This is an optimization exercise on Yosys and OpenROAD, whose aim is small area, not a production implementation.
Where RTL was checked, it was by simulation tests only, not by an equivalence proof against the original.
Power and IR drop assume default switching activity.

== rev 12 ==
==> module bit_timer, before the edit <==
module bit_timer #(parameter integer PERIOD = 50, parameter integer DELAY = 50)(
    input  wire clk,
    input  wire load,
    output wire last
);
    function [5:0] lfsr_at(input integer k);    
        integer i;
        begin
            lfsr_at = 6'd1;
            for (i = 0; i < k; i = i + 1) lfsr_at = {lfsr_at[4:0], lfsr_at[5] ^ lfsr_at[4]};
        end
    endfunction
    generate
        if (PERIOD <= 63 && DELAY <= PERIOD + 1) begin : lfsr
            localparam [5:0] LAST = lfsr_at(PERIOD - 1);
            localparam [5:0] INIT = lfsr_at((PERIOD - DELAY + 63) % 63);
            reg [5:0] cnt;
            assign last = (cnt == LAST);
            always @(posedge clk) begin
                if (load) cnt <= INIT;
                else if (last) cnt <= 6'd1;
                else cnt <= {cnt[4:0], cnt[5] ^ cnt[4]};
            end
        end else begin : binary
            localparam integer W = $clog2(PERIOD + DELAY + 1);
            localparam [W-1:0] LAST = PERIOD - 1;
            localparam [W-1:0] INIT = PERIOD - DELAY;    
            reg [W-1:0] cnt;
            assign last = (cnt == LAST);
            always @(posedge clk) begin
                if (load) cnt <= INIT;
                else if (last) cnt <= 0;
                else cnt <= cnt + 1'b1;
            end
        end
    endgenerate
endmodule
==> module uart_caesar_decoder, before the edit <==
module uart_caesar_decoder (
    input  wire       clk,         
    input  wire       rst_n,       
    input  wire       uart_rx,     
    output wire       uart_tx,     
    output wire [3:0] leds         
);
    parameter CLK_FREQ  = 50000000;  
    parameter BAUD_RATE = 1000000;
    wire [7:0] rx_data;
    wire       rx_done;
    wire       tx_idle;
    reg  [7:0] tx_data;
    wire       issue;
    uart_rx #(.CLK_FREQ(CLK_FREQ), .BAUD_RATE(BAUD_RATE)) uart_receiver (
        .clk(clk), .rst_n(rst_n), .rx(uart_rx), .data(rx_data), .done(rx_done));
    uart_tx #(.CLK_FREQ(CLK_FREQ), .BAUD_RATE(BAUD_RATE)) uart_transmitter (
        .clk(clk), .rst_n(rst_n), .tx(uart_tx), .data(tx_data), .start(issue), .idle(tx_idle));
    localparam S_WAIT_SHIFT = 0;
    localparam S_WAIT_MSG   = 1;
    localparam S_DECODE     = 2;
    localparam S_SEND       = 3;
    reg  [1:0] state;
    reg        avail;         
    reg  [7:0] shift;
    reg  [6:0] msg_len;
    reg  [6:0] index;
    reg        overflow_flag;
    reg        active;        
    reg [21:0] blink;
    wire [5:0] phase = blink[5:0];
    wire [5:0] phase_next = {phase[4:0], phase[5] ^ phase[4] ^ (phase[4:0] == 5'd0)};
    always @(posedge clk or negedge rst_n)
        if (!rst_n) blink <= 22'd0;
        else        blink <= {blink[21:6] - (phase == 6'd0), phase_next};
    assign leds = active ? (4'b0001 << ~blink[21:20]) : 4'b0000;
    reg  [511:0] ring;
    wire         slot = (phase == index[5:0]);
    wire [6:0]   index_next = {index[6] | (index[5:0] == 6'b100000),
                               index[4:0], index[5] ^ index[4] ^ (index[4:0] == 5'd0)};
    wire [4:0] low   = rx_data[4:0];
    wire       alpha = (rx_data[7:6] == 2'b01) && (low != 0) && (low <= 26);
    wire [7:0] dec   = alpha ? (rx_data - shift + ((low <= shift) ? 8'd26 : 8'd0)) : rx_data;
    wire is_digit = (rx_data >= "0" && rx_data <= "9");
    wire newline  = (rx_data == 8'h0A);
    wire write = (state == S_WAIT_MSG) && avail && !newline && !index[6] && slot;
    wire take  = ((state == S_WAIT_SHIFT) && avail) ||
                 ((state == S_WAIT_MSG) && avail && (newline || index[6] || slot));
    assign issue = (state == S_SEND) && tx_idle;
    always @(posedge clk)
        ring <= {ring[503:0], write ? dec : ring[511:504]};
    always @(posedge clk or negedge rst_n) begin
        if (!rst_n) begin
            state  <= S_WAIT_SHIFT;
            avail  <= 0;
            active <= 0;
        end else begin
            active <= (state != S_WAIT_SHIFT);
            if (take) avail <= 0;
            else if (rx_done) avail <= 1;
            case (state)
                S_WAIT_SHIFT: if (avail) state <= S_WAIT_MSG;
                S_WAIT_MSG:   if (avail && newline) state <= S_DECODE;
                S_DECODE:     if (overflow_flag || index == msg_len) state <= S_SEND;
                S_SEND:       if (tx_idle && (overflow_flag ? index != 0 : index == msg_len))
                                  state <= S_WAIT_SHIFT;
            endcase
        end
    end
    always @(posedge clk) begin
        if (rx_done && (state == S_DECODE || state == S_SEND || (state == S_WAIT_SHIFT && !avail)))
            shift <= is_digit ? {4'd0, rx_data[3:0]} : rx_data;
        case (state)
            S_WAIT_SHIFT: begin
                index <= 0;
                overflow_flag <= 0;
            end
            S_WAIT_MSG: begin
                if (avail) begin
                    if (newline) begin
                        msg_len <= index;
                        index <= 0;
                    end
                    else if (index[6]) overflow_flag <= 1;
                    else if (slot) index <= index_next;
                end
            end
            S_DECODE: begin
                if (overflow_flag || index == msg_len) index <= 0;
                else index <= index_next;
            end
            S_SEND: begin
                if (tx_idle) begin
                    if (overflow_flag) index <= 1;
                    else if (index != msg_len) index <= index_next;
                end
            end
        endcase
        if (issue) begin
            if (overflow_flag) tx_data <= (index == 0) ? "!" : 8'h0A;
            else if (index == msg_len) tx_data <= 8'h0A;
        end else if (state == S_SEND && !overflow_flag && index != 0 && slot)
            tx_data <= ring[7:0];
    end
endmodule
export LEC_CHECK = 0
export CAP_MARGIN = 0
export CORE_MARGIN = 2
export CORE_UTILIZATION = 50
export PLACE_DENSITY = 0.75
export SLEW_MARGIN = 0
create_clock -name core_clock -period 20.0 [get_ports {clk}]
standard.sh (not shown) runs the stock make flow with config.mk's settings and CLKGATE_MAP_FILE= SYNTH_SCRIPT=/design/flow/synth_recipe.tcl, a recipe that flattens the netlist after the stock synthesis.
==> flow/flow/run.sh <==
#!/bin/bash
# Own layout flow:
#  1. the standard synthesis (unchanged);
#  2. the combinational logic between the registers is mapped again with
#     stronger ABC scripts (several runs in parallel, the smallest netlist
#     that Yosys proves equivalent to the standard one is kept; every
#     register instance stays as the standard synthesis made it);
#  3. the standard layout, with the clock-tree options in flow/cts_args
#     and the settings in flow/extra_env.
# Each tool's output goes to a log_*.log file in the work folder.
set -euo pipefail
W=$(pwd)
F=$W/flow
R=$W/orfs/results/$FLOW_PLATFORM/uart_caesar_decoder/base
PLAT=$FLOW_HOME/platforms/$FLOW_PLATFORM
LIB=$PLAT/lib/sky130_fd_sc_hd__tt_025C_1v80.lib
export CTS_ARGS="-sink_clustering_enable -repair_clock_nets -dont_use_dummy_load"
if [[ -f $F/cts_args ]]; then export CTS_ARGS="$(cat $F/cts_args)"; fi
if [[ -f $F/extra_env ]]; then set -a; source $F/extra_env; set +a; fi

# 1. standard synthesis
bash standard.sh synth > $W/log_1_synth.log 2>&1
cp $R/1_2_yosys.v $W/std_1_2_yosys.v

# 2. re-map the combinational logic
DU=$(sed -n '/DONT_USE_CELLS/,/^$/p' $PLAT/config.mk | grep -o 'sky130_fd_sc_hd__[a-z0-9_]*' | sed 's/^/-dont_use /' | tr '\n' ' ')
mkdir -p $W/resyn
remap() {  # remap NAME ABC_SCRIPT
    yosys -l $W/log_2_resyn_$1.log -p "
read_liberty -ignore_miss_func $LIB
blackbox sky130_fd_sc_hd__df* sky130_fd_sc_hd__edf* sky130_fd_sc_hd__sdf* sky130_fd_sc_hd__dl*
read_verilog $W/std_1_2_yosys.v
hierarchy -top $FLOW_TOP
flatten
opt -purge
abc -liberty $LIB $DU -script $2
opt_clean -purge
hilomap -singleton -hicell sky130_fd_sc_hd__conb_1 HI -locell sky130_fd_sc_hd__conb_1 LO
opt_clean -purge
tee -o $W/resyn/$1.stat stat -liberty $LIB
write_verilog -noattr -nohex -nodec $W/resyn/$1.v
" > /dev/null 2>&1 || true
}
cp $F/resyn.abc $W/resyn/base.abc
remap base $W/resyn/base.abc &
for s in 1 2 3 4 5 6; do
    printf 'strash\n&get -n\n&deepsyn -T %s -o -S %s\n&put\ndch -f\namap -m\ntopo\n' "${DEEPSYN_T:-90}" $s > $W/resyn/ds$s.abc
    remap ds$s $W/resyn/ds$s.abc &
done
wait

# equivalence of a re-mapped netlist with the standard one (registers paired by name)
proven() {
    sed -E 's/\b_([0-9]+)_\b/G_\1_/g' $W/resyn/$1.v > $W/resyn/$1_gate.v
    yosys -l $W/log_2_equiv_$1.log -p "
read_liberty -ignore_miss_func $LIB
read_verilog $W/std_1_2_yosys.v
rename $FLOW_TOP gold
read_verilog $W/resyn/$1_gate.v
rename $FLOW_TOP gate
flatten
async2sync
opt_clean
equiv_make gold gate eq
hierarchy -top eq
equiv_simple -undef
equiv_induct -undef
equiv_status -assert
" > /dev/null 2>&1
}
BEST=""
for n in $(for f in $W/resyn/*.stat; do b=$(basename $f .stat); a=$(grep 'Chip area' $f | awk '{print $NF}'); [[ -n "$a" ]] && echo "$a $b"; done | sort -n | awk '{print $2}'); do
    if proven $n; then BEST=$n; break; fi
done
echo "chosen: ${BEST:-standard}" > $W/resyn/chosen.txt
if [[ -n "$BEST" ]]; then
    cp $W/resyn/$BEST.v $W/resyn_1_2_yosys.v
    cp $W/resyn_1_2_yosys.v $R/1_2_yosys.v
    rm -f $R/1_synth.odb $R/1_synth.sdc
fi

# 3. layout
bash standard.sh finish > $W/log_3_layout.log 2>&1
Other scripts of this flow, unchanged in this note and not shown: flow/flow/cts_args, flow/flow/extra_env, flow/flow/resyn.abc
Input changes introduced in rev 13 (baseline for comparison: rev 12):
--- a/flow/design.v
+++ b/flow/design.v
@@ -32,8 +32,14 @@
     input  wire clk,
     input  wire load,
     output wire last
 );
+    function integer bits_for(input integer n);    
+        begin
+            bits_for = 1;
+            while ((1 << bits_for) <= n) bits_for = bits_for + 1;
+        end
+    endfunction
     function [5:0] lfsr_at(input integer k);    
         integer i;
         begin
             lfsr_at = 6'd1;
@@ -51,9 +57,9 @@
                 else if (last) cnt <= 6'd1;
                 else cnt <= {cnt[4:0], cnt[5] ^ cnt[4]};
             end
         end else begin : binary
-            localparam integer W = $clog2(PERIOD + DELAY + 1);
+            localparam integer W = bits_for(PERIOD + DELAY);
             localparam [W-1:0] LAST = PERIOD - 1;
             localparam [W-1:0] INIT = PERIOD - DELAY;    
             reg [W-1:0] cnt;
             assign last = (cnt == LAST);
@@ -110,10 +116,9 @@
     reg  [1:0] state;
     reg        avail;         
     reg  [7:0] shift;
     reg  [6:0] msg_len;
-    reg  [6:0] index;
-    reg        overflow_flag;
+    reg  [6:0] index;          
     reg        active;        
     reg [21:0] blink;
     wire [5:0] phase = blink[5:0];
     wire [5:0] phase_next = {phase[4:0], phase[5] ^ phase[4] ^ (phase[4:0] == 5'd0)};
@@ -129,8 +134,9 @@
     wire       alpha = (rx_data[7:6] == 2'b01) && (low != 0) && (low <= 26);
     wire [7:0] dec   = alpha ? (rx_data - shift + ((low <= shift) ? 8'd26 : 8'd0)) : rx_data;
     wire is_digit = (rx_data >= "0" && rx_data <= "9");
     wire newline  = (rx_data == 8'h0A);
+    wire overflow_flag = msg_len[6] && msg_len[0];
     wire write = (state == S_WAIT_MSG) && avail && !newline && !index[6] && slot;
     wire take  = ((state == S_WAIT_SHIFT) && avail) ||
                  ((state == S_WAIT_MSG) && avail && (newline || index[6] || slot));
     assign issue = (state == S_SEND) && tx_idle;
@@ -157,19 +163,16 @@
     always @(posedge clk) begin
         if (rx_done && (state == S_DECODE || state == S_SEND || (state == S_WAIT_SHIFT && !avail)))
             shift <= is_digit ? {4'd0, rx_data[3:0]} : rx_data;
         case (state)
-            S_WAIT_SHIFT: begin
-                index <= 0;
-                overflow_flag <= 0;
-            end
+            S_WAIT_SHIFT: index <= 0;
             S_WAIT_MSG: begin
                 if (avail) begin
                     if (newline) begin
                         msg_len <= index;
                         index <= 0;
                     end
-                    else if (index[6]) overflow_flag <= 1;
+                    else if (index[6]) index <= 7'b1000001;
                     else if (slot) index <= index_next;
                 end
             end
             S_DECODE: begin
Results
Post-route cell area delta (rev 12 -> rev 13): insignificant. The first-pass GRT wire length of rev 13 and that of rev 12 are within noise of each other. Relative to rev 12, the inverter count of the layout excluding clock inverters measured on rev 13 has decreased by a few percent. Rev 13 -> rev 12: total power flat. Diff rev 12..rev 13 | largest net degree at the start of global routing | unchanged. Against rev 12, rev 13 reports a net count after synthesis that is lower.
Only the layout flow was run in rev 12; the RTL was not checked for function there.

## re-timing with driven ports
In the flow no input, the clock included, has a driving cell. The finished layouts below were timed again as built, in two steps. Step 1 (the two cells are an assumption about what drives the block):
set clk [get_ports {clk}]
set_driving_cell -lib_cell sky130_fd_sc_hd__clkbuf_16 $clk
set_driving_cell -lib_cell sky130_fd_sc_hd__buf_2 [delete_from_list [all_inputs] $clk]
Step 2 also shifts input and output timing later by t, the mid clock arrival at the registers, as if the neighbouring blocks saw the same clock. Three values: ideal ports, drivers, drivers and shift; two values: the first two.
| run | t (ns) | setup slack, ns | worst register clock-pin slew, ns |
|---|---|---|---|
| rev 12 | 0.629 | 14.021 / 13.983 / 14.612 | 0.12 / 0.12 |
| rev 13 | 0.605 | 13.807 / 13.770 / 14.376 | 0.12 / 0.12 |
After both steps every run listed still meets setup and hold.
